Source: an optimization exercise on an open RTL-to-GDS flow (aim: small area). Production flows keep margins and buffers that such runs may drop.
In this exercise RTL edits were held to simulation tests only and were not proved equivalent to the original.
The flow treats the clock pin as an ideal source. Dropping or thinning the clock tree relies on that and would not hold on a real chip.
Power figures rest on the tool's default switching activity, not on a simulated workload.

==> run a <==
Design nuclear_top, start of the top module:
module nuclear_top(
    input clk_100MHz,
    input reset,
    input [11:0] sw,
    output hsync,
    output vsync,
    output [11:0] rgb
);
    simple_nuclear_display display(
        .clk_100MHz(clk_100MHz),
        .reset(reset),
        .sw(sw),
        .hsync(hsync),
        .vsync(vsync),
        .rgb(rgb)
    );
endmodule
==> flow/config.mk <==
export PLATFORM = sky130hd
export DESIGN_NAME = nuclear_top
export DESIGN_NICKNAME = nuclear_top
export VERILOG_FILES = /design/flow/design.v
export SDC_FILE = /design/flow/constraint.sdc
export NUM_CORES = 4
export LEC_CHECK = 0
export ABC_AREA = 1
export CAP_MARGIN = 20
export CORE_MARGIN = 2
export CORE_UTILIZATION = 40
export SLEW_MARGIN = 20
export BUFFER_PORTS_ARGS = -buffer_cell sky130_fd_sc_hd__buf_1
export POST_FLOORPLAN_TCL = /design/flow/flow/downsize.tcl
export CTS_ARGS = -sink_clustering_enable -repair_clock_nets -dont_use_dummy_load
==> flow/constraint.sdc <==
create_clock -name core_clock -period 14.0 [get_ports {clk_100MHz}]
set_input_delay 2.8000 -clock core_clock [delete_from_list [all_inputs] [get_ports {clk_100MHz}]]
set_output_delay 2.8000 -clock core_clock [all_outputs]
set_load 0.01 [all_outputs]
standard.sh (not shown) runs the stock make flow with config.mk's settings and CLKGATE_MAP_FILE= SYNTH_SCRIPT=/design/flow/synth_recipe.tcl, a recipe that flattens the netlist after the stock synthesis.
==> flow/flow/run.sh <==
#!/bin/bash
# Layout flow: the standard ORFS flow (standard.sh), with these changes:
#  - synthesis is the standard flow's script (synth_recipe.tcl) with only ABC's mapping script
#    replaced by flow/map.abc (area-oriented mapping, no buffering or upsizing);
#    the registers, their cells and names are the standard synthesis's: the standard
#    synthesis runs first, and flow/fixnames.py gives any register whose name yosys
#    numbered (rather than naming it after its net) the standard synthesis's name;
#  - port buffers of the smallest buffer cell (buf_1) instead of the default;
#  - after floorplan, every logic cell set to the smallest drive of its kind
#    (the design has ~8 ns of slack; later repair steps size up where needed);
#  - clock tree without dummy loads.
# Every tool's output is in orfs/logs/ (the standard synthesis's in std_logs/);
# make's own output in flow_*.log.
set -euo pipefail
here=$(pwd)
res=$here/orfs/results/$FLOW_PLATFORM/nuclear_top/base
# 1. the standard synthesis, for its register names
bash standard.sh synth > "$here/flow_std_synth.log" 2>&1
cp "$res/1_2_yosys.v" "$here/std_1_2_yosys.v"
cp -r "$here/orfs/logs" "$here/std_logs"
rm -rf "$here/orfs"
# 2. this flow's synthesis, names fixed to the standard ones
sed "s|@ABC_SCRIPT@|$here/flow/map.abc|" flow/synth_tmpl.tcl > "$here/flow_synth.tcl"
cat >> config.mk <<EOC
export BUFFER_PORTS_ARGS = -buffer_cell sky130_fd_sc_hd__buf_1
export POST_FLOORPLAN_TCL = $here/flow/downsize.tcl
export CTS_ARGS = -sink_clustering_enable -repair_clock_nets -dont_use_dummy_load
EOC
bash standard.sh "SYNTH_SCRIPT=$here/flow_synth.tcl" "$res/1_2_yosys.v" > "$here/flow_synth.log" 2>&1
python3 flow/fixnames.py "$here/std_1_2_yosys.v" "$res/1_2_yosys.v" > "$here/fixnames.log" 2>&1
# 3. the rest of the standard flow
bash standard.sh "SYNTH_SCRIPT=$here/flow_synth.tcl" finish > "$here/flow_make.log" 2>&1
Other scripts of this flow, unchanged in this note and not shown: flow/flow/downsize.tcl, flow/flow/fixnames.py, flow/flow/map.abc, flow/flow/synth_tmpl.tcl
==> run b (differences from run a) <==
--- a/flow/flow/run.sh
+++ b/flow/flow/run.sh
@@ -26,3 +26,3 @@
 export POST_FLOORPLAN_TCL = $here/flow/downsize.tcl
-export CTS_ARGS = -sink_clustering_enable -repair_clock_nets -dont_use_dummy_load
+export CTS_ARGS = -sink_clustering_enable -sink_clustering_size 50 -sink_clustering_max_diameter 1000 -repair_clock_nets -dont_use_dummy_load -root_buf sky130_fd_sc_hd__clkbuf_8 -buf_list {sky130_fd_sc_hd__clkbuf_8}
 EOC
CTS_ARGS = -sink_clustering_enable -sink_clustering_size 50 -sink_clustering_max_diameter 1000 -repair_clock_nets -dont_use_dummy_load -root_buf sky130_fd_sc_hd__clkbuf_8 -buf_list {sky130_fd_sc_hd__clkbuf_8}   (was -sink_clustering_enable -repair_clock_nets -dont_use_dummy_load)
==> run c (differences from run a) <==
--- a/flow/flow/run.sh
+++ b/flow/flow/run.sh
@@ -26,3 +26,3 @@
 export POST_FLOORPLAN_TCL = $here/flow/downsize.tcl
-export CTS_ARGS = -sink_clustering_enable -repair_clock_nets -dont_use_dummy_load
+export CTS_ARGS = -repair_clock_nets -dont_use_dummy_load -root_buf sky130_fd_sc_hd__clkbuf_8 -buf_list {sky130_fd_sc_hd__clkbuf_8}
 EOC
CTS_ARGS = -repair_clock_nets -dont_use_dummy_load -root_buf sky130_fd_sc_hd__clkbuf_8 -buf_list {sky130_fd_sc_hd__clkbuf_8}   (was -sink_clustering_enable -repair_clock_nets -dont_use_dummy_load)
==> run d (differences from run a) <==
--- a/flow/flow/run.sh
+++ b/flow/flow/run.sh
@@ -27,2 +27,3 @@
 export CTS_ARGS = -sink_clustering_enable -repair_clock_nets -dont_use_dummy_load
+export POST_CTS_TCL = $here/flow/onebuf.tcl
 EOC
==> flow/flow/onebuf.tcl (new file) <==
# After CTS: hang every register on the clock tree's root buffer and remove the
# leaf buffers under it. The design has ~22 registers close together, which one
# clkbuf_16 drives with a clock-pin slew under the limit; the clock port
# still drives only the root buffer, made a clkbuf_16.
set block [ord::get_db_block]
set clk_net [[$block findBTerm clk_100MHz] getNet]
set root ""
foreach it [$clk_net getITerms] {
  set inst [$it getInst]
  if {[string match "sky130_fd_sc_hd__clkbuf_*" [[$inst getMaster] getName]]} { set root $inst }
}
if {$root eq ""} { error "onebuf: no root clock buffer" }
set root_out [[$root findITerm X] getNet]
set moved 0
set removed 0
foreach it [$root_out getITerms] {
  set inst [$it getInst]
  if {$inst == $root} { continue }
  if {![string match "sky130_fd_sc_hd__clkbuf_*" [[$inst getMaster] getName]]} { continue }
  set leaf_out [[$inst findITerm X] getNet]
  foreach lit [$leaf_out getITerms] {
    if {[$lit getInst] == $inst} { continue }
    $lit disconnect
    $lit connect $root_out
    incr moved
  }
  odb::dbInst_destroy $inst
  odb::dbNet_destroy $leaf_out
  incr removed
}
replace_cell [$root getName] sky130_fd_sc_hd__clkbuf_16
puts "onebuf: removed $removed leaf buffers, moved $moved clock pins to [$root_out getName]"
detailed_placement
check_placement -verbose
estimate_parasitics -placement
report_clock_min_period
POST_CTS_TCL = /design/flow/flow/onebuf.tcl   (was not set)
==> notes.md <==
* Status: timing/DRC/antenna clean
* Clock power share at 0.368
* Wire per inst at about 14 um
* Worst Path Arrival at ~3.4 ns
* Skew-Pair Late Insertion Delay at 0.26 ns
* Root buf cell: clkbuf_8
* Psw at 22.3 uW
* Clock group at between 30 and 40 uW
* Clock Tree Buf Depth at 2
* Final nets at around 270
* # clk buffers at 3
* Met3 wire length at 159 um
* Combinational Power Share at 0.017
Source of the figures above: run a

==> notes.md <==
* Met3 wire length at about 160 um
* Combinational Power Share at 0.017
* Worst Path Arrival at roughly 3.4 ns
* Wire per inst at approximately 14 um
* Clock power share at 0.368
* Clock group at ~40 uW
* Status: timing/DRC/antenna clean
Source of the figures above: run c

==> notes.md <==
* Status: timing/DRC/antenna clean
* Skew-Pair Late Insertion Delay at 0.16 ns
* Final nets at 264
* Wire per inst at 14.5 um
* Clock power share at 0.318
* Combinational Power Share at 0.019
* Worst Path Arrival at approximately 3.3 ns
* Met3 wire length at 226 um
Source of the figures above: run d

==> notes.md <==
* Status: timing/DRC/antenna clean
* Psw at around 22 uW
* Final nets at 266
* Combinational Power Share at 0.017
* CTS sink count at 23
* Clock Tree Buf Depth at 2
* Clock group at around 40 uW
* Skew-Pair Late Insertion Delay at about 0.26 ns
* Worst Path Arrival at 3.41 ns
* Root buf cell: clkbuf_8
* Wire per inst at approximately 14 um
Source of the figures above: run b


* * *

==> run Z: inputs <==
Another version of the RTL of nuclear_top (not shown whole).
export LEC_CHECK = 0
export ABC_AREA = 1
export CAP_MARGIN = 20
export CORE_MARGIN = 2
export CORE_UTILIZATION = 40
export SLEW_MARGIN = 20
export BUFFER_PORTS_ARGS = -buffer_cell sky130_fd_sc_hd__buf_1
export POST_FLOORPLAN_TCL = /design/flow/flow/downsize.tcl
export CTS_ARGS = -sink_clustering_enable -repair_clock_nets -dont_use_dummy_load
create_clock -name core_clock -period 14.0 [get_ports {clk_100MHz}]
==> flow/flow/run.sh <==
#!/bin/bash
# Layout flow: the standard ORFS flow (standard.sh) unchanged, plus
#  - port buffers of the smallest buffer cell (buf_1) instead of the default,
#  - after floorplan, every logic cell set to the smallest drive of its kind
#    (the design has ~8 ns of slack; later repair steps size up where needed),
#  - clock tree without dummy loads, from small clock buffers.
set -euo pipefail
here=$(pwd)
cat >> config.mk <<EOC
export BUFFER_PORTS_ARGS = -buffer_cell sky130_fd_sc_hd__buf_1
export POST_FLOORPLAN_TCL = $here/flow/downsize.tcl
export CTS_ARGS = ${FLOW_CTS_ARGS:--sink_clustering_enable -repair_clock_nets -dont_use_dummy_load}
EOC
bash standard.sh finish > "$here/flow_make.log" 2>&1
==> flow/flow/downsize.tcl <==
# Set every non-sequential cell to the smallest-area drive strength of the same
# cell family (same name but the _N suffix), keeping its pins.
set dont_use_pats $::env(DONT_USE_CELLS)
proc is_dont_use {name} {
  foreach p $::dont_use_pats { if {[string match $p $name]} { return 1 } }
  return 0
}
set n 0
foreach inst [[ord::get_db_block] getInsts] {
  set m [$inst getMaster]
  set name [$m getName]
  if {![regexp {^(sky130_fd_sc_hd__[a-z0-9]+)_([0-9]+)$} $name -> base drive]} { continue }
  if {[regexp {df|dl|sdf|edf|conb|tap|fill|decap|clkbuf|clkinv|clkdly|dlygate|buf} $base]} { continue }
  set best $name
  set best_area [expr {[$m getWidth] * [$m getHeight]}]
  foreach d {0 1 2 4 6 8 12 16} {
    set cand ${base}_$d
    set cm [[ord::get_db] findMaster $cand]
    if {$cm == "NULL" || [is_dont_use $cand]} { continue }
    set a [expr {[$cm getWidth] * [$cm getHeight]}]
    if {$a < $best_area} { set best $cand; set best_area $a }
  }
  if {$best ne $name} {
    replace_cell [$inst getName] $best
    incr n
  }
}
puts "downsize: $n cells set to a smaller drive"
==> inputs of run X, as changes to run Z <==
==> flow/run.sh (new file) <==
#!/bin/bash
# synth_recipe.tcl (not shown) runs the flow's synth.tcl, then flattens the netlist and writes it again
# the make line also repeats each setting of config.mk as NAME=value (left out here)
make -C /OpenROAD-flow-scripts/flow DESIGN_CONFIG=/design/flow/config.mk WORK_HOME=/design/flow/orfs CLKGATE_MAP_FILE= SYNTH_SCRIPT=/design/flow/synth_recipe.tcl finish
BUFFER_PORTS_ARGS = not set   (was -buffer_cell sky130_fd_sc_hd__buf_1)
CTS_ARGS = not set   (was -sink_clustering_enable -repair_clock_nets -dont_use_dummy_load)
POST_FLOORPLAN_TCL = not set   (was /design/flow/flow/downsize.tcl)
removed: flow/flow/run.sh
removed: flow/flow/downsize.tcl
removed: flow/standard.sh
==> inputs of run F, as changes to run Z <==
--- a/flow/flow/downsize.tcl
+++ b/flow/flow/downsize.tcl
@@ -1,5 +1,5 @@
 # Set every non-sequential cell to the smallest-area drive strength of the same
 # cell family (same name but the _N suffix), keeping its pins.
-set dont_use_pats $::env(DONT_USE_CELLS)
+set ::dont_use_pats $::env(DONT_USE_CELLS)
 proc is_dont_use {name} {
   foreach p $::dont_use_pats { if {[string match $p $name]} { return 1 } }
==> impl_metrics.yaml <==
outcome:
  outcome: "finished clean"
yosys:
  synth_top_area_share_pct: 29.56
  synth_area_leaders: "dfrtp_1, nand2_1, inv_1"
  yosysTopAreaCell: "dfrtp_1"
  synth-simple-area-share_pct: 37.34
sta:
  finalSetupTns_ns: 0
cells_and_area:
  inv_count: 49
  bufAreaShareNonClock_pct: 5.192
worst_setup_path:
  endpoint: "rgb[10]"
The numbers above come from run X.

==> impl_metrics.yaml <==
yosys:
  synth_area_leaders: "dfrtp_1, nand2_1, inv_1"
  yosysTopAreaCell: "dfrtp_1"
  synthAdderAreaFrac_pct: 6.427
outcome:
  outcome: "did not finish"
  haltStage: "floorplan (2_1_floorplan)"
  error: "Error: floorplan.tcl, 161 can't read \"::dont_use_pats\": no such variable"
The numbers above come from run Z.

==> impl_metrics.yaml <==
outcome:
  outcome: "finished clean"
yosys:
  synth-simple-area-share_pct: 37.34
worst_setup_path:
  endpoint: "rgb[11]"
sta:
  finalSetupTns_ns: 0
The numbers above come from run F.

[re-timing with driven ports]
The flow's constraints put no driver on any port. The routed layouts listed below were extracted and timed again, unchanged, in two steps.
Step 1 assumes that a clkbuf_16 drives the clock port and a buf_2 every other input.
Step 2 also shifts input and output timing later by t, the mid clock arrival at the registers, as if the neighbouring blocks saw the same clock.
Three values: ideal, step 1, step 2; two values: the first two.
| run | shift t [ns] | setup WS [ns] | worst hold slack (ns) | worst data-port slew with drivers (ns) |
|---|---|---|---|---|
| run a | 0.286 | 7.788 / 7.760 / 8.046 | 0.410 / 0.410 / 0.410 | 0.03 |
| run b | 0.286 | 7.788 / 7.760 / 8.046 | 0.410 / 0.410 / 0.410 | 0.03 |
| run c | 0.286 | 7.788 / 7.760 / 8.046 | 0.410 / 0.410 / 0.410 | 0.03 |
| run d | 0.192 | 7.899 / 7.867 / 8.059 | 0.421 / 0.421 / 0.421 | 0.03 |
| run X | 0.294 | 8.188 / 8.162 / 8.456 | 0.440 / 0.440 / 0.440 | 0.03 |
| run F | 0.290 | 8.571 / 8.545 / 8.835 | 0.441 / 0.441 / 0.441 | 0.03 |
After both steps every run listed still meets setup and hold.
